Source: an optimization exercise on an open RTL-to-GDS flow (aim: small area). Production flows keep margins and buffers that such runs may drop. At most, simulation tests tie the RTL to the original design; equivalence was not proved. Function not checked in runs 1 to 3: the RTL went through the layout flow alone. Power figures rest on the tool's default switching activity, not on a simulated workload.

### flow/run.sh
#!/bin/bash
# The standard layout (standard.sh) with these changes:
#  - synthesis maps logic with an area-oriented ABC script and without the
#    full-adder extraction (registers are mapped exactly as in standard.sh),
#  - port buffers use sky130_fd_sc_hd__buf_1,
#  - CTS uses clkbuf_8 and no dummy loads,
#  - non-critical gates are downsized after global routing.
set -euo pipefail
W=$PWD
export MY_ABC_SCRIPT=$W/flow/area.abc
export RECOVER_POWER=100
export BUFFER_PORTS_ARGS="-buffer_cell sky130_fd_sc_hd__buf_1"
export CTS_ARGS="-sink_clustering_enable -repair_clock_nets -dont_use_dummy_load -buf_list sky130_fd_sc_hd__clkbuf_8"
sed -e "s|SYNTH_SCRIPT=[^ ]*|SYNTH_SCRIPT=$W/flow/synth.tcl ADDER_MAP_FILE=|" standard.sh > own.sh
bash own.sh > own_sh.log 2>&1
### flow/area.abc
strash
&get -n
&st
&dc2
&syn3
&dch
&nf -p -F 8 -A 4
&put
topo
### flow/synth.tcl
# synth_recipe.tcl with one change: Yosys's abc runs the area-oriented script
# flow/area.abc instead of ORFS's speed script. Registers are mapped before
# abc, exactly as in the standard synthesis.
proc synth {args} { yosys synth -nofsm -noshare {*}$args }
proc abc {args} {
  set i [lsearch $args -script]
  if {$i >= 0} { lset args [expr {$i+1}] $::env(MY_ABC_SCRIPT) }
  yosys abc {*}$args
}
source $::env(SCRIPTS_DIR)/synth.tcl
# left out here: clear keep_hierarchy, flatten, clean up, hide names made inside functions, write 1_2_yosys.v
### standard.sh
#!/bin/bash
# synth_recipe.tcl (not shown) runs the flow's synth.tcl, then flattens the netlist and writes it again
# the make line also repeats each setting of config.mk as NAME=value (left out here)
make -C /OpenROAD-flow-scripts/flow DESIGN_CONFIG=/design/flow/config.mk WORK_HOME=/design/flow/orfs CLKGATE_MAP_FILE= SYNTH_SCRIPT=/design/flow/synth_recipe.tcl "${@:-finish}"
### config.mk
export PLATFORM = sky130hd
export DESIGN_NAME = alu_fpga_top
export DESIGN_NICKNAME = alu_fpga_top
export VERILOG_FILES = /design/flow/design.v
export SDC_FILE = /design/flow/constraint.sdc
export NUM_CORES = 4
export LEC_CHECK = 0
export CAP_MARGIN = 20
export CORE_MARGIN = 2
export CORE_UTILIZATION = 40
export SLEW_MARGIN = 20
### constraint.sdc
create_clock -name core_clock -period 10.0 [get_ports {clk}]
set_input_delay 2.0000 -clock core_clock [delete_from_list [all_inputs] [get_ports {clk}]]
set_output_delay 2.0000 -clock core_clock [all_outputs]
set_load 0.01 [all_outputs]
### design.v
module hack_alu (
    input  logic [15:0] x, y,
    input  logic zx, nx, zy, ny, f, no,
    output logic [15:0] out
);
    logic nxe, nye;
    assign nxe = nx ^ no;
    assign nye = ny ^ no;
    logic [15:0] a, b, p, g, s;
    logic [16:0] c;
    logic k1, k2;
    assign k1 = f | no;
    assign k2 = ~f;
    assign a = (x & {16{~zx}}) ^ {16{nxe}};
    assign b = (y & {16{~zy}}) ^ {16{nye}};
    assign p = a ^ b;
    assign g = a & b;
    assign c[0] = f & no;
    genvar i;
    for (i = 0; i < 16; i++) begin : gg
        assign c[i+1] = (f & g[i]) | (p[i] & c[i]);
        assign s[i] = p[i] ^ c[i];
        assign out[i] = (s[i] & k1) | (g[i] & k2);
    end
endmodule
`timescale 1ns / 1ps
module button_debouncer (
    input  logic clk,
    input  logic rst,
    input  logic btn_in,
    output logic btn_out
);
    logic sync_0, sync_1;
    always_ff @(posedge clk) begin
        if (rst) begin
            sync_0 <= 1'b0;
            sync_1 <= 1'b0;
        end else begin
            sync_0 <= btn_in;
            sync_1 <= sync_0;
        end
    end
    localparam logic [16:0] P     = 17'h0AAAA;
    localparam logic [16:0] TERM  = 17'h02E55;
    localparam logic [16:0] TMASK = 17'h1BE7D;
    logic [16:0] q;
    logic [16:0] c;
    logic        debounced_state;
    logic        mismatch, term;
    assign mismatch = sync_1 ^ debounced_state;
    assign c        = q ^ P;
    assign term     = (q & TMASK) == TERM;
    always_ff @(posedge clk) begin
        if (!mismatch || term) q <= '0;
        else                   q <= {c[15:0], c[16] ^ c[10]} ^ P;
    end
    always_ff @(posedge clk) begin
        if (rst)                  debounced_state <= 1'b0;
        else if (mismatch & term) debounced_state <= sync_1;
    end
    logic prev_state;
    always_ff @(posedge clk) begin
        prev_state <= debounced_state;
        if (rst) btn_out <= 1'b0;
        else     btn_out <= debounced_state & ~prev_state;
    end
endmodule
`timescale 1ns / 1ps
module alu_fpga_top (
    input  logic        clk,
    input  logic        btnC,
    input  logic        btnU,
    input  logic        btnD,
    input  logic        btnL,
    input  logic [15:0] sw,
    output logic [15:0] led
);
    logic pulse_load_x, pulse_load_y, pulse_load_ctrl;
    button_debouncer db_u (.clk(clk), .rst(btnC), .btn_in(btnU), .btn_out(pulse_load_x));
    button_debouncer db_d (.clk(clk), .rst(btnC), .btn_in(btnD), .btn_out(pulse_load_y));
    button_debouncer db_l (.clk(clk), .rst(btnC), .btn_in(btnL), .btn_out(pulse_load_ctrl));
    logic [15:0] reg_x, reg_y;
    logic        x_zero, y_zero;
    logic [5:0]  reg_ctrl;
    always_ff @(posedge clk) begin
        if (pulse_load_x) reg_x <= sw;
        if (pulse_load_y) reg_y <= sw;
    end
    always_ff @(posedge clk) begin
        if (btnC) begin
            x_zero   <= 1'b1;
            y_zero   <= 1'b1;
            reg_ctrl <= 6'b101010;
        end else begin
            if (pulse_load_x)    x_zero   <= 1'b0;
            if (pulse_load_y)    y_zero   <= 1'b0;
            if (pulse_load_ctrl) reg_ctrl <= sw[5:0];
        end
    end
    hack_alu u_alu (
        .x   (reg_x),
        .y   (reg_y),
        .zx  (reg_ctrl[5] | x_zero),
        .nx  (reg_ctrl[4]),
        .zy  (reg_ctrl[3] | y_zero),
        .ny  (reg_ctrl[2]),
        .f   (reg_ctrl[1]),
        .no  (reg_ctrl[0]),
        .out (led)
    );
endmodule
==> results of run 1 <==
==> kinds of logic (layout without fill, tap and decap cells) <==
| family | count (synthesis) | in the layout |
|---|---|---|
| AO/OA/AOI/OAI | 41 | 41 |
| XOR/XNOR | 58 | 58 |
| buffers and inverters | 14 | 61 |
| flip-flops | 106 | 106 |
| multiplexers | 7 | 7 |
| AND/OR/NAND/NOR | 161 | 161 |
==> layout make-up <==
cell class | instances | area (um2)
sequential | 106 | 2440
multi-input combinational | 267 | 1600
clock buffer | 9 | 124
tap | 133 | 166
fill | 953 | 5330
timing repair buffer | 38 | 154
inverter | 14 | 52.6
==> per-layer routing <==
layer	GRT usage [%]	wire (um)	vias to the layer above
li1	-	-	1413
met1	19.1	3710	1209
met2	19.9	3100	53
met3	3.93	330	11
met4	6.86	153	0
met5	0	0	-
==> where the power goes <==
group / total [mW] / internal (mW) / switching, mW / leakage (nW)
Sequential: 0.456 / 0.451 / 0.00437 / 0.892
Clock: 0.200 / 0.0809 / 0.119 / 0.0647
Combinational: 0.0134 / 0.00513 / 0.00827 / 0.634
==> critical path, stage by stage (launching register included) <==
cell and delay [ns]:
dfxtp_1 0.50, xor2_1 1.39, xnor2_1 0.39, xor2_1 0.28
o2111a_1 0.17, o21a_1 0.21, o21a_1 0.21, o21ai_0 0.23
a21oi_1 0.13, o21a_1 0.23, o21a_1 0.21, o21a_1 0.21
o21a_1 0.22, o21a_1 0.21, o21a_1 0.22, o21a_1 0.22
o21ai_0 0.27, o21ai_0 0.15, o32ai_1 0.14, buf_1 0.19
==> per-stage QoR <==
stage	worst slack, ns	std cells	area [um2]
global route	1.36	567	4540
global placement	2.96	557	4410
finish	1.86	567	4540
detailed placement	2.85	557	4410
CTS	2.42	566	4540
floorplan	3.12	387	4090
==> how the worst min path moves through the flow <==
stage | start | end | cells past startpoint
global route | db_l.prev_state | db_l.btn_out | 1
finish | db_l.prev_state | db_l.btn_out | 1
floorplan | db_d.q[14] | db_d.q[15] | 1
CTS | db_l.prev_state | db_l.btn_out | 1
global placement | db_u.q[8] | db_u.q[9] | 1
detailed placement | db_d.q[8] | db_d.q[9] | 1
==> sequential cells by signal (all words and copies together), names as in the netlist, 6 cells and up <==
register,flops
reg_y,16
reg_x,16
db_d.q,17
reg_ctrl,6
db_l.q,17
db_u.q,17
==> cell usage in the layout, fill, tap and decap left out, types with 5 or more instances in the layout <==
master,Yosys,final
nor2_1,79,79
nand4_1,5,5
o21a_1,9,9
nor2b_1,6,6
nor3b_1,9,9
nand2_1,36,36
o32ai_1,12,12
clkbuf_8,0,9
mux2i_1,7,7
dfxtp_1,74,74
buf_1,0,35
a21oi_1,5,5
xor2_1,35,35
o21ai_0,7,7
nor3_1,15,15
clkinv_1,14,14
edfxtp_1,32,32
xnor2_1,23,22
==> synthesized netlist by cell type <==
| cell | instances |
|---|---|
| nor2_1 | 79 |
| dfxtp_1 | 74 |
| nand2_1 | 36 |
| xor2_1 | 35 |
| edfxtp_1 | 32 |
| xnor2_1 | 23 |
| nor3_1 | 15 |
| clkinv_1 | 14 |
| o32ai_1 | 12 |
| nor3b_1 | 9 |
| o21a_1 | 9 |
| mux2i_1 | 7 |
| o21ai_0 | 7 |
| nor2b_1 | 6 |
| a21oi_1 | 5 |
| nand4_1 | 5 |
| a21o_1 | 2 |
| nand2b_1 | 2 |
| nor4_1 | 2 |
| nor4b_1 | 2 |
| o22ai_1 | 2 |
| or2_0 | 2 |
| a31o_1 | 1 |
| nand3_1 | 1 |
| nand4b_1 | 1 |
| o2111a_1 | 1 |
| o211ai_1 | 1 |
| o2bb2ai_1 | 1 |
| or3_1 | 1 |
==> impl_metrics.tcl, run 1 <==
set metrics [dict create \
    hp-class "register to register" \
    portBuffers 36 \
    synth_seq_cells 106 \
    fin_nets 457 \
    track_usage_pct 13.9 \
    cts_hold_buf 0 \
    cp.required_ns 8.00 \
    yosysWarnings 2 \
    cts_tree "yes" \
    post_route_cells_drive_above_1_share_pct 2.76 \
    antenna_found_initial 0 \
    synthSimpleGateAreaFrac_pct 17.6 \
    total_power_uw 669 \
    yosysTopAreaCell "dfxtp_1" \
    first_pass_iters 6 \
    dr_total_vias 2686 \
    status "finished with violations" \
    cts_sinks 106 \
    worstPathArrival_ns 6.14 \
    grt_overflow 0 \
    gp_congestion 0.816 \
    worstSkewPairLatency_ns 0.37 \
    rows 36 \
    max_slew.worst_pin.slew_ns 1.77 \
    setup_violations 0 \
    route.antenna.remaining_nets 0 \
    grt_max_degree 22 \
    max_freq_mhz 123 \
    routedWlPerCell_um 12.9 \
    yosys.area_share.adder_pct 0 \
    powerDensity_nw_per_um2 147 \
    crit_path_start "reg_ctrl[0]" \
    core_um2 9860 \
    die_y_um 105 \
    ys_top_cells_by_area "dfxtp_1 (36%), edfxtp_1 (24%), xor2_1 (7.5%)" \
    post-route-min-period_ns 8.14 \
    cts.clk_slew.worst_paths_ns 0.11 \
    finalCritPeriodShare_pct 81.4 \
    rr_worst_depth 5 \
    cts_buffers 9 \
    slew_violations 17 \
    design.portCount 37 \
    vdd_drop_max_v 0.0000714 \
    area_growth_pct 11.0 \
    post_cts_resized 0 \
    maxCapViolCount 1 \
    synth_fp_nets 408 \
    drt_wl_total_mm 7.29 \
    root_buffer "clkbuf_8" \
    grt_pass1_vias 2467 \
    die_area_um2 11000 \
    drt-initial-drc-count 133 \
    critPathCaptureType "output pin" \
    syn-cell-area_um2 4090 \
    post-route-drc-count 0 \
    grt_pass1_wl_mm 12.1 \
    initial_core_util_pct 41.4 \
    htreeDepth 3 \
    hold_slack_ns 0.367 \
    reg2reg_to "db_l.q[13]" \
    ys_seq_area_share_pct 59.7 \
    r2r_setup_slack_ns 8.13 \
    n_antenna_cell 0 \
    clock_path_buffers 2 \
    synth_cell_types 29 \
    rr_startpoint "db_l.q[5]" \
    dp.final_hpwl_mm 5.18 \
    die-width_um 105 \
    postSynthAreaPerCell_um2 10.6 \
    failed_checks "max-capacitance violations, max-slew violations" \
    synth_compound_area_share_pct 7.25 \
    synthMuxAreaShare_pct 1.71 \
    fin_skew_ns 0.0343 \
    p_leak_nw 1.59 \
    post_cts_buffers 0 \
    avgViaCountPerCell 4.74 \
    fin_tns_setup_ns 0 \
    finalHoldViolations 0 \
    crit_path_end "led[14]" \
    grt_setup_unrepaired "false" \
    path_class "register to output pin" \
    start_kind "register" \
    path_max_fanout 16 \
    yosysTopAreaCellShare_pct 36.2 \
    synth_xor_area_share_pct 12.4 \
    slew_headroom_pct -18.2 \
    synth_top_family_by_area "simple AND/OR/NAND/NOR gates" \
    synth_cells 387 \
    final_util_pct 46.0 \
]
==> run 2: changes to the inputs <==
--- a/config.mk
+++ b/config.mk
@@ -5,7 +5,7 @@
 export SDC_FILE = /design/flow/constraint.sdc
 export NUM_CORES = 4
 export LEC_CHECK = 0
-export CAP_MARGIN = 20
+export CAP_MARGIN = 50
 export CORE_MARGIN = 2
 export CORE_UTILIZATION = 40
-export SLEW_MARGIN = 20
+export SLEW_MARGIN = 50
==> run 2 against run 1 <==
  * Sequential power barely moved
  * The layout still fails its checks (max-capacitance violations, max-slew violations)
  * Critical endpoint unchanged
  * First-iteration DRC count fell by 23%
  * Non-clock buffer count fell by 1
  * Critical path type unchanged
  * Hold slack improved by 0.015 ns
  * Register-to-register slack barely moved
  * Die area did not move
  * Flip-flop and latch count did not move
  * Cell area rose by 0.17%
  * Synthesized area did not move
==> impl_metrics.tcl, run 2 <==
set metrics [dict create \
    status "finished with violations" \
    failed_checks "max-capacitance violations, max-slew violations" \
    ys_top_cells_by_area "dfxtp_1 (36%), edfxtp_1 (24%), xor2_1 (7.5%)" \
    routedWlPerCell_um 12.7 \
    cp.required_ns 8.00 \
    r2r_setup_slack_ns 8.13 \
    post_cts_buffers 0 \
    reg2reg_to "db_l.q[14]" \
    synth_seq_cells 106 \
    synth_flop_cell "dfxtp_1" \
    fin_nets 456 \
    grt_setup_unrepaired "false" \
    cp_slowest_cell "xor2_1" \
    cts_tree "yes" \
    cts.clk_slew.worst_paths_ns 0.08 \
    synth_enable_flop_cells 32 \
    post-route-min-period_ns 8.13 \
    core_um2 9860 \
    cpPeakStageDelay_ns 1.36 \
    path_class "register to output pin" \
    maxCapViolCount 1 \
    cpMostUsedCell "o21a_1" \
    total_power_uw 666 \
    yosysTopAreaCellShare_pct 36.2 \
    area_growth_pct 11.2 \
    rr_startpoint "db_l.q[5]" \
    dp.final_hpwl_mm 5.18 \
    crit_chain "xor2_1, xnor2_1, xor2_1, o2111a_1, o21a_1, o21a_1, o21ai_0, a21oi_1, o21a_1, o21a_1, o21a_1, o21a_1, o21a_1, o21a_1, o21a_1, o21ai_0, o21ai_0, o32ai_1, buf_1" \
    dr_total_vias 2675 \
    die_area_um2 11000 \
    initial_core_util_pct 41.4 \
    post-route-drc-count 0 \
    post_route_cells_drive_above_1_share_pct 3.23 \
    top_regs "db_d.q (17), db_l.q (17), db_u.q (17)" \
    start_kind "register" \
    final_common_cell "nor2_1" \
    cts_sinks 106 \
    setup_violations 0 \
    track_usage_pct 13.7 \
    cp_top_family "compound AO/OA/AOI/OAI gates" \
    ys_seq_area_share_pct 59.7 \
    avgViaCountPerCell 4.73 \
    max_freq_mhz 123 \
    antenna_found_initial 0 \
    p_leak_nw 1.59 \
    syn-cell-area_um2 4090 \
    htreeDepth 3 \
    finalHoldViolations 0 \
    fin_tns_setup_ns 0 \
    finalCritPeriodShare_pct 81.3 \
    die-width_um 105 \
    design.portCount 37 \
    yosysWarnings 2 \
    hp-class "register to register" \
    route.antenna.remaining_nets 0 \
    grt_max_degree 22 \
    placed_area_um2 4450 \
    worstSkewPairLatency_ns 0.36 \
    crit_buf_inv 1 \
    grt_overflow 0 \
    synthArstFlopShare_pct 0 \
    drt_wl_total_mm 7.19 \
    seqCellArea_um2 2440 \
    clock_path_buffers 2 \
    cts_buffers 9 \
    grt_pass1_wl_mm 12.1 \
    drt-initial-drc-count 102 \
    worstPathArrival_ns 6.13 \
    final_area_um2 4550 \
    hold_end "db_u.q[9]" \
    multi_input_area_um2 1620 \
    synth_most_common_cell "nor2_1" \
    vdd_drop_max_v 0.0000827 \
    powerDensity_nw_per_um2 146 \
    layout_common_cells "nor2_1 (76), dfxtp_1 (74), nand2_1 (36), xor2_1 (35), buf_1 (35)" \
    max_slew.worst_pin.slew_ns 1.72 \
    slew_violations 17 \
    min_path_cells 1 \
    yosysTopAreaCell "dfxtp_1" \
    synth_common_cells "nor2_1 (79), dfxtp_1 (74), nand2_1 (36)" \
    first_pass_iters 4 \
    grt_pass1_vias 2534 \
    portBuffers 36 \
    critPathCaptureType "output pin" \
    path_max_fanout 16 \
    n_antenna_cell 0 \
    root_buffer "clkbuf_8" \
    cts_hold_buf 0 \
    post_cts_resized 0 \
    final_util_pct 46.1 \
    slew_headroom_pct -15.1 \
    synth_cell_types 29 \
    rr_worst_depth 5 \
    postSynthAreaPerCell_um2 10.6 \
    fin_skew_ns 0.0325 \
    hold_path.startpoint "db_u.q[8]" \
    synth_fp_nets 408 \
    crit_path_start "reg_ctrl[0]" \
    hold_slack_ns 0.382 \
    rows 36 \
    fillers 914 \
    synth_cells 387 \
    gp_congestion 0.816 \
    die_y_um 105 \
]
run 2: how the worst max path moves through the flow:
| stage | endpoint | slack [ns] | depth (start not counted) |
|---|---|---|---|
| after floorplan | led[14] | 3.12 | 18 |
| after global placement | led[14] | 2.96 | 19 |
| after detailed placement | led[14] | 3.04 | 19 |
| after CTS | led[14] | 2.64 | 19 |
| after global routing | led[14] | 1.32 | 19 |
| final | led[14] | 1.87 | 19 |
run 2: metal layers:
metal	vias to the layer above	share of wire, %	GRT usage (%)
li1	1403	-	-
met1	1221	52	18.8
met2	44	43	20.5
met3	7	3.9	4.05
met4	0	1.4	4.86
met5	-	0	0
run 2: kinds of logic after synthesis:
logic type	count (synthesis)	synth area share (%)
DFF	106	59.7
AOI/OAI and AO/OA	41	7.25
xor gates and xnor gates	58	12.4
muxes	7	1.71
buffers and inverters	14	1.29
and+or+nand+nor	161	17.6
run 2: cell type report:
type | count | area share [%]
flip-flops and latches | 106 | 53.7
multi-input cells | 267 | 35.6
well taps | 133 | 3.66
repair buffers | 37 | 3.14
clock buffers | 9 | 2.72
inverters | 14 | 1.16
run 2: metrics by stage:
stage	instances	setup slack, ns
after global placement	557	2.96
after CTS	566	2.64
after detailed placement	557	3.04
after floorplan	387	3.12
after global routing	566	1.32
final	566	1.87
run 2: worst reg2reg max path, cell delays in order (launching register included):
cell and delay, ns:
dfxtp_1 0.33, nor4b_1 0.27, nand4b_1 0.14, nor4b_1 0.38
nand2b_1 0.52, nor2_1 0.09
run 2: where the power goes:
group / switching (mW) / internal (mW) / leakage [nW] / total [mW]
Combinational: 0.00825 / 0.00513 / 0.629 / 0.0134
Sequential: 0.00438 / 0.451 / 0.892 / 0.455
Clock: 0.116 / 0.0810 / 0.0647 / 0.197
==> run 3: changes to the inputs <==
--- a/flow/run.sh
+++ b/flow/run.sh
@@ -10,6 +10,6 @@
 export MY_ABC_SCRIPT=$W/flow/area.abc
 export RECOVER_POWER=100
 export BUFFER_PORTS_ARGS="-buffer_cell sky130_fd_sc_hd__buf_1"
-export CTS_ARGS="-sink_clustering_enable -repair_clock_nets -dont_use_dummy_load -buf_list sky130_fd_sc_hd__clkbuf_8"
+export CTS_ARGS="-sink_clustering_enable -repair_clock_nets -dont_use_dummy_load -buf_list sky130_fd_sc_hd__clkbuf_8 -sink_clustering_size 30 -sink_clustering_max_diameter 100"
 sed -e "s|SYNTH_SCRIPT=[^ ]*|SYNTH_SCRIPT=$W/flow/synth.tcl ADDER_MAP_FILE=|" standard.sh > own.sh
 bash own.sh > own_sh.log 2>&1
==> run 3 against run 2 <==
  * Still fails the layout checks on max-capacitance violations, max-slew violations
  * Global-route usage did not move
  * Setup slack did not move
  * Cell count did not move
  * Count of clock-buffer cells in the layout did not move
  * Clock power barely moved
  * Die area did not move
  * Power did not move
  * Critical endpoint unchanged
  * Largest cell class unchanged
  * Largest power group unchanged
==> impl_metrics.tcl, run 3 <==
set metrics [dict create \
    vdd_drop_max_v 0.0000827 \
    post_route_cells_drive_above_1_share_pct 3.23 \
    synth_cells 387 \
    routedWlPerCell_um 12.7 \
    min_path_cells 1 \
    yosysWarnings 2 \
    synth_cell_types 29 \
    first_pass_iters 4 \
    drt_wl_total_mm 7.19 \
    hp-class "register to register" \
    root_buffer "clkbuf_8" \
    drt-initial-drc-count 102 \
    powerDensity_nw_per_um2 146 \
    start_kind "register" \
    n_antenna_cell 0 \
    synth_seq_cells 106 \
    p_leak_nw 1.59 \
    cts_sinks 106 \
    path_max_fanout 16 \
    max_freq_mhz 123 \
    finalHoldViolations 0 \
    yosysTopAreaCellShare_pct 36.2 \
    synth_flop_cell "dfxtp_1" \
    post-route-drc-count 0 \
    portBuffers 36 \
    ys_top_cells_by_area "dfxtp_1 (36%), edfxtp_1 (24%), xor2_1 (7.5%)" \
    post-place-ws_ns 3.04 \
    cts_buffers 9 \
    fin_tns_setup_ns 0 \
    yosysTopAreaCell "dfxtp_1" \
    initial_core_util_pct 41.4 \
    fin_nets 456 \
    antenna_found_initial 0 \
    rr_worst_depth 5 \
    final_common_cell "nor2_1" \
    placed_area_um2 4450 \
    max_slew.worst_pin.slew_ns 1.72 \
    grt_overflow 0 \
    post_cts_buffers 0 \
    layout_common_cells "nor2_1 (76), dfxtp_1 (74), nand2_1 (36), xor2_1 (35), buf_1 (35)" \
    rows 36 \
    setup_violations 0 \
    synth_most_common_cell "nor2_1" \
    die-width_um 105 \
    track_usage_pct 13.7 \
    dr_total_vias 2675 \
    hold_slack_ns 0.382 \
    grt_setup_unrepaired "false" \
    cts_hold_buf 0 \
    grt_max_degree 22 \
    fillers 914 \
    syn-cell-area_um2 4090 \
    critPathCaptureType "output pin" \
    slew_violations 17 \
    avgViaCountPerCell 4.73 \
    grt_pass1_vias 2534 \
    worstPathArrival_ns 6.13 \
    die_area_um2 11000 \
    status "finished with violations" \
    failed_checks "max-capacitance violations, max-slew violations" \
    path_class "register to output pin" \
    final_util_pct 46.1 \
    area_growth_pct 11.2 \
    design.portCount 37 \
    gp_congestion 0.816 \
    die_y_um 105 \
    cts.clk_slew.worst_paths_ns 0.08 \
    route.antenna.remaining_nets 0 \
    final_area_um2 4550 \
    grt_pass1_wl_mm 12.1 \
    top_regs "db_d.q (17), db_l.q (17), db_u.q (17)" \
    cts_tree "yes" \
    dp.final_hpwl_mm 5.18 \
    synth_common_cells "nor2_1 (79), dfxtp_1 (74), nand2_1 (36)" \
    setup_ws_ns 1.87 \
    clock_path_buffers 2 \
    synth_enable_flop_cells 32 \
    maxCapViolCount 1 \
    core_um2 9860 \
    fin_skew_ns 0.0325 \
    worstSkewPairLatency_ns 0.36 \
    htreeDepth 3 \
    synthArstFlopShare_pct 0 \
    ys_seq_area_share_pct 59.7 \
    slew_headroom_pct -15.1 \
    synth_fp_nets 408 \
    post_cts_resized 0 \
    finalCritPeriodShare_pct 81.3 \
    postSynthAreaPerCell_um2 10.6 \
    post-route-min-period_ns 8.13 \
    cp.required_ns 8.00 \
]
-- run 3: kinds of logic after synthesis --
family | synth area share, %
AND/OR/NAND/NOR | 17.6
flip-flops | 59.7
XOR/XNOR | 12.4
AO/OA/AOI/OAI | 7.25
buffers and inverters | 1.29
multiplexers | 1.71
-- run 3: cell type report --
class	count	area (um2)	share of cell area [%]
repair buffers	37	143	3.14
multi-input cells	267	1620	35.6
well taps	133	166	3.66
clock buffers	9	124	2.72
inverters	14	52.6	1.16
flip-flops and latches	106	2440	53.7
-- run 3: worst paths after layout --
kind | from | endpoint | slack (ns)
min reg2reg | db_u.q[8] | db_u.q[9] | 0.38
max | reg_ctrl[0] | led[14] | 1.87
max reg2reg | db_l.q[5] | db_l.q[14] | 8.13
min | db_u.q[8] | db_u.q[9] | 0.38
-- run 3: through the flow --
step	power, mW	cells
after floorplan	0.471	387
after global placement	0.478	557
after detailed placement	0.479	557
after CTS	0.677	566
after global routing	0.697	566
final	0.666	566
-- run 3: per-layer routing --
metal / vias to the layer above / global-route usage, % / wire length, um
li1: 1403 / - / -
met4: 0 / 4.86 / 104
met3: 7 / 4.05 / 282
met5: - / 0 / 0
met1: 1221 / 18.8 / 3750
met2: 44 / 20.5 / 3060
-- run 3: critical path: stages (launching register included) --
cell	delay, ns
dfxtp_1	0.55
xor2_1	1.36
xnor2_1	0.36
xor2_1	0.27
o2111a_1	0.18
o21a_1	0.21
o21a_1	0.21
o21ai_0	0.23
a21oi_1	0.13
o21a_1	0.23
o21a_1	0.21
o21a_1	0.21
o21a_1	0.22
o21a_1	0.22
o21a_1	0.22
o21a_1	0.22
o21ai_0	0.28
o21ai_0	0.15
o32ai_1	0.13
buf_1	0.19
-- run 3: report_power, final --
part | internal [mW] | switching [mW]
sequential | 0.451 | 0.00438
combinational | 0.00513 | 0.00825
clock | 0.0810 | 0.116
==> run 4: changes to the inputs <==
--- a/design.v
+++ b/design.v
@@ -6,21 +6,17 @@
     logic nxe, nye;
     assign nxe = nx ^ no;
     assign nye = ny ^ no;
-    logic [15:0] a, b, p, g, s;
-    logic [16:0] c;
-    logic k1, k2;
-    assign k1 = f | no;
-    assign k2 = ~f;
+    logic [15:0] a, b, s, co;
+    logic [16:0] cg;
     assign a = (x & {16{~zx}}) ^ {16{nxe}};
     assign b = (y & {16{~zy}}) ^ {16{nye}};
-    assign p = a ^ b;
-    assign g = a & b;
-    assign c[0] = f & no;
+    assign cg[0] = f & no;
     genvar i;
-    for (i = 0; i < 16; i++) begin : gg
-        assign c[i+1] = (f & g[i]) | (p[i] & c[i]);
-        assign s[i] = p[i] ^ c[i];
-        assign out[i] = (s[i] & k1) | (g[i] & k2);
+    for (i = 0; i < 16; i++) begin : g
+        assign s[i]  = a[i] ^ b[i] ^ cg[i];
+        assign co[i] = (a[i] & b[i]) | (a[i] & cg[i]) | (b[i] & cg[i]);
+        assign cg[i+1] = f & co[i];
+        assign out[i] = (s[i] & (f | no)) | (co[i] & ~f);
     end
 endmodule
 `timescale 1ns / 1ps
@@ -40,19 +36,18 @@
             sync_1 <= sync_0;
         end
     end
-    localparam logic [16:0] P     = 17'h0AAAA;
-    localparam logic [16:0] TERM  = 17'h02E55;
-    localparam logic [16:0] TMASK = 17'h1BE7D;
-    logic [16:0] q;
-    logic [16:0] c;
+    localparam logic [15:0] P = 16'hAAAA;
+    logic [15:0] q;
+    logic [15:0] c, c_next;
     logic        debounced_state;
     logic        mismatch, term;
     assign mismatch = sync_1 ^ debounced_state;
     assign c        = q ^ P;
-    assign term     = (q & TMASK) == TERM;
+    assign term     = &q;
+    assign c_next   = {c[14:0], c[15] ^ c[13] ^ c[12] ^ c[10] ^ (c[14:0] == 15'd0)};
     always_ff @(posedge clk) begin
-        if (!mismatch || term) q <= '0;
-        else                   q <= {c[15:0], c[16] ^ c[10]} ^ P;
+        if (!mismatch) q <= '0;
+        else           q <= c_next ^ P;
     end
     always_ff @(posedge clk) begin
         if (rst)                  debounced_state <= 1'b0;
==> run.sh (new file) <==
#!/bin/bash
# synth_recipe.tcl (not shown) runs the flow's synth.tcl, then flattens the netlist and writes it again
# the make line also repeats each setting of config.mk as NAME=value (left out here)
make -C /OpenROAD-flow-scripts/flow DESIGN_CONFIG=/design/flow/config.mk WORK_HOME=/design/flow/orfs CLKGATE_MAP_FILE= SYNTH_SCRIPT=/design/flow/synth_recipe.tcl finish
--- a/config.mk
+++ b/config.mk
@@ -5,7 +5,7 @@
 export SDC_FILE = /design/flow/constraint.sdc
 export NUM_CORES = 4
 export LEC_CHECK = 0
-export CAP_MARGIN = 50
+export CAP_MARGIN = 20
 export CORE_MARGIN = 2
 export CORE_UTILIZATION = 40
-export SLEW_MARGIN = 50
+export SLEW_MARGIN = 20
removed: flow/run.sh
removed: flow/area.abc
removed: flow/synth.tcl
removed: standard.sh
==> run 4 against run 3 <==
  * Fails layout checks on negative setup slack
  * Maximum frequency shrank 27%
  * Hold slack gained 0.0032 ns
  * Synthesized area rose by 2.4%
  * Sequential share of layout area shrank 7.5 points
  * Clock skew decreased by 0.019 ns
  * Setup slack lost 3.1 ns
  * Critical path type unchanged
  * Critical endpoint is now led[15]
  * Highest routed layer unchanged
==> impl_metrics.tcl, run 4 <==
set metrics [dict create \
    status "finished with violations" \
    failed_checks "negative setup slack" \
    rr_startpoint "db_l.q[0]" \
    core_um2 10200 \
    synth_common_cells "dfxtp_1 (71), nor2_1 (57), nand2_1 (36)" \
    clock_path_buffers 2 \
    hold_end "db_l.btn_out" \
    start_kind "register" \
    cpPeakStageDelay_ns 0.52 \
    synthArstFlopShare_pct 0 \
    initial_core_util_pct 40.9 \
    post-route-min-period_ns 11.20 \
    first_pass_iters 4 \
    synth_seq_cells 103 \
    setup_ws_ns -1.20 \
    worstPathArrival_ns 9.20 \
    gp_congestion 0.769 \
    dr_total_vias 2625 \
    r2r_setup_slack_ns 8.55 \
    portBuffers 36 \
    yosysTopAreaCellShare_pct 34.0 \
    placed_area_um2 4870 \
    cts.clk_slew.worst_paths_ns 0.09 \
    final_util_pct 50.6 \
    yosysTopAreaCell "dfxtp_1" \
    antenna_found_initial 0 \
    path_max_fanout 3 \
    crit_path_start "reg_ctrl[0]" \
    root_buffer "clkbuf_8" \
    max_slew.worst_pin.slew_ns 0.888 \
    die-width_um 106 \
    finalHoldViolations 0 \
    synth_most_common_cell "dfxtp_1" \
    area_growth_pct 23.6 \
    reg2reg_to "db_l.q[0]" \
    ys_seq_area_share_pct 56.9 \
    max_freq_mhz 89.2 \
    ys_top_cells_by_area "dfxtp_1 (34%), edfxtp_1 (23%), fa_1 (7.7%)" \
    cp_slowest_cell "fa_1" \
    rr_worst_depth 4 \
    grt_pass1_vias 2640 \
    slew_violations 0 \
    final_area_um2 5170 \
    final_common_cell "dfxtp_1" \
    slew_headroom_pct 40.7 \
    cpMostUsedCell "fa_2" \
    maxCapViolCount 0 \
    post-route-drc-count 0 \
    yosysWarnings 2 \
    finalCritPeriodShare_pct 112 \
    layout_common_cells "dfxtp_1 (68), nor2_1 (54), nand2_1 (34), xor2_1 (33)" \
    drt_wl_total_mm 7.33 \
    routedWlPerCell_um 13.2 \
    cts_sinks 103 \
    synth_cell_types 24 \
    hold_path.startpoint "db_l.prev_state" \
    dp.final_hpwl_mm 5.14 \
    grt_overflow 0 \
    syn-cell-area_um2 4190 \
    critPathCaptureType "output pin" \
    synth_fp_nets 398 \
    cts_tree "yes" \
    cp.required_ns 8.00 \
    die_area_um2 11300 \
    grt_max_degree 34 \
    p_leak_nw 1.93 \
    die_y_um 106 \
    fin_skew_ns 0.0134 \
    worstSkewPairLatency_ns 0.36 \
    postSynthAreaPerCell_um2 11.6 \
    cts_buffers 9 \
    powerDensity_nw_per_um2 139 \
    post_route_cells_drive_above_1_share_pct 21.6 \
    route.antenna.remaining_nets 0 \
    path_class "register to output pin" \
    min_path_cells 1 \
    synth_cells 361 \
    grt_pass1_wl_mm 12.3 \
    synth_flop_cell "dfxtp_1" \
    fin_nets 453 \
    rows 37 \
    vdd_drop_max_v 0.0000882 \
    drt-initial-drc-count 113 \
    hp-class "register to register" \
    design.portCount 37 \
    htreeDepth 3 \
    n_antenna_cell 0 \
    setup_violations 3 \
    avgViaCountPerCell 4.71 \
    synth_enable_flop_cells 32 \
    grt_setup_unrepaired "true" \
    track_usage_pct 13.9 \
]
==> run 4: cell families (layout without fill, tap and decap cells) <==
kind of cell | Yosys count | after routing | share of synthesized area [%]
simple gates | 147 | 147 | 17.0
flops | 103 | 103 | 56.9
xor+xnor | 49 | 49 | 11.2
compound gates | 22 | 22 | 3.47
buf+inv | 18 | 78 | 2.39
fa+ha+maj | 16 | 16 | 7.65
mux | 6 | 6 | 1.44
==> run 4: area by class of cell <==
cell class / count / area [um2]
clock buffers: 10 / 128
clock inverters: 6 / 61.3
fillers: 926 / 5060
inverters: 3 / 11.3
multi-input cells: 240 / 1900
flip-flops and latches: 103 / 2390
well taps: 136 / 170
repair buffers: 59 / 513
==> run 4: timing repair <==
| item | CTS | global route |
|---|---|---|
| gates resized for setup | 25 | 3 |
| hold endpoints to repair | 0 | 0 |
| pin swaps | 5 | 0 |
| setup buffers | 3 | 1 |
| gates cloned | 0 | 0 |
| hold buffers | 0 | 0 |
| endpoints found under the setup margin | 4 | 4 |
==> run 4: per-stage QoR <==
stage	hold slack [ns]	TNS [ns]	cells	worst slack, ns	total power, mW
after floorplan	0.364	-1.10	361	-0.825	0.466
after global placement	0.371	-2.16	537	-1.19	0.479
after detailed placement	0.371	-2.74	537	-1.40	0.480
after CTS	0.382	-2.27	556	-1.24	0.727
after global routing	0.404	-3.02	557	-1.53	0.747
final	0.385	-2.15	557	-1.20	0.719
==> run 4: critical path, delay by kind of cell, from the launching register on <==
family / cells / cell delay (ns)
buffers and inverters: 1 / 0.17
adder cells (fa/ha/maj): 16 / 5.71
XOR/XNOR: 2 / 0.36
AND/OR/NAND/NOR: 15 / 2.17
flip-flops: 1 / 0.39
AO/OA/AOI/OAI: 1 / 0.06
==> run 4: worst max path at each step <==
stage | slack, ns | endpoint | cells past startpoint
final | -1.20 | led[15] | 35
after global routing | -1.53 | led[15] | 35
after CTS | -1.24 | led[15] | 35
after detailed placement | -1.40 | led[15] | 35
after global placement | -1.19 | led[15] | 35
after floorplan | -0.82 | led[15] | 35
==> run 4: power breakdown <==
part / leakage, nW / internal [mW] / switching, mW / total (mW)
Sequential: 0.869 / 0.438 / 0.00605 / 0.445
Combinational: 0.965 / 0.0146 / 0.0107 / 0.0253
Clock: 0.0960 / 0.115 / 0.134 / 0.249
Total: 1.93 / 0.568 / 0.151 / 0.719
==> run 4: per-layer routing <==
metal  vias to the layer above  share of wire [%]  track usage, %
li1                       1316                  -               -
met1                      1263                 47            18.3
met2                        36                 48            22.5
met3                        10                2.9            2.51
met4                         0                1.6            6.20
met5                         -                  0               0

separate check: timing with driven ports:
No port has a modelled driver above. Below, the same layouts with a new extraction and two added sets of constraints. Step 1 assumes that a clkbuf_16 drives the clock port and a buf_2 every other input. Step 2 times the ports against the registers' clock, not the clock port: input delays grow and output delays shrink by t, the midpoint of the rising clock arrivals with the driver on. a / b / c = ideal / step 1 / step 2; a / b = the first two.
run	t (ns)	setup WS [ns]	cell pins on the clock port's net
run 1	0.386	1.858 / 1.827 / 2.213	1
run 2	0.374	1.867 / 1.834 / 2.209	1
run 3	0.374	1.867 / 1.834 / 2.209	1
run 4	0.382	-1.205 / -1.236 / -0.854	1
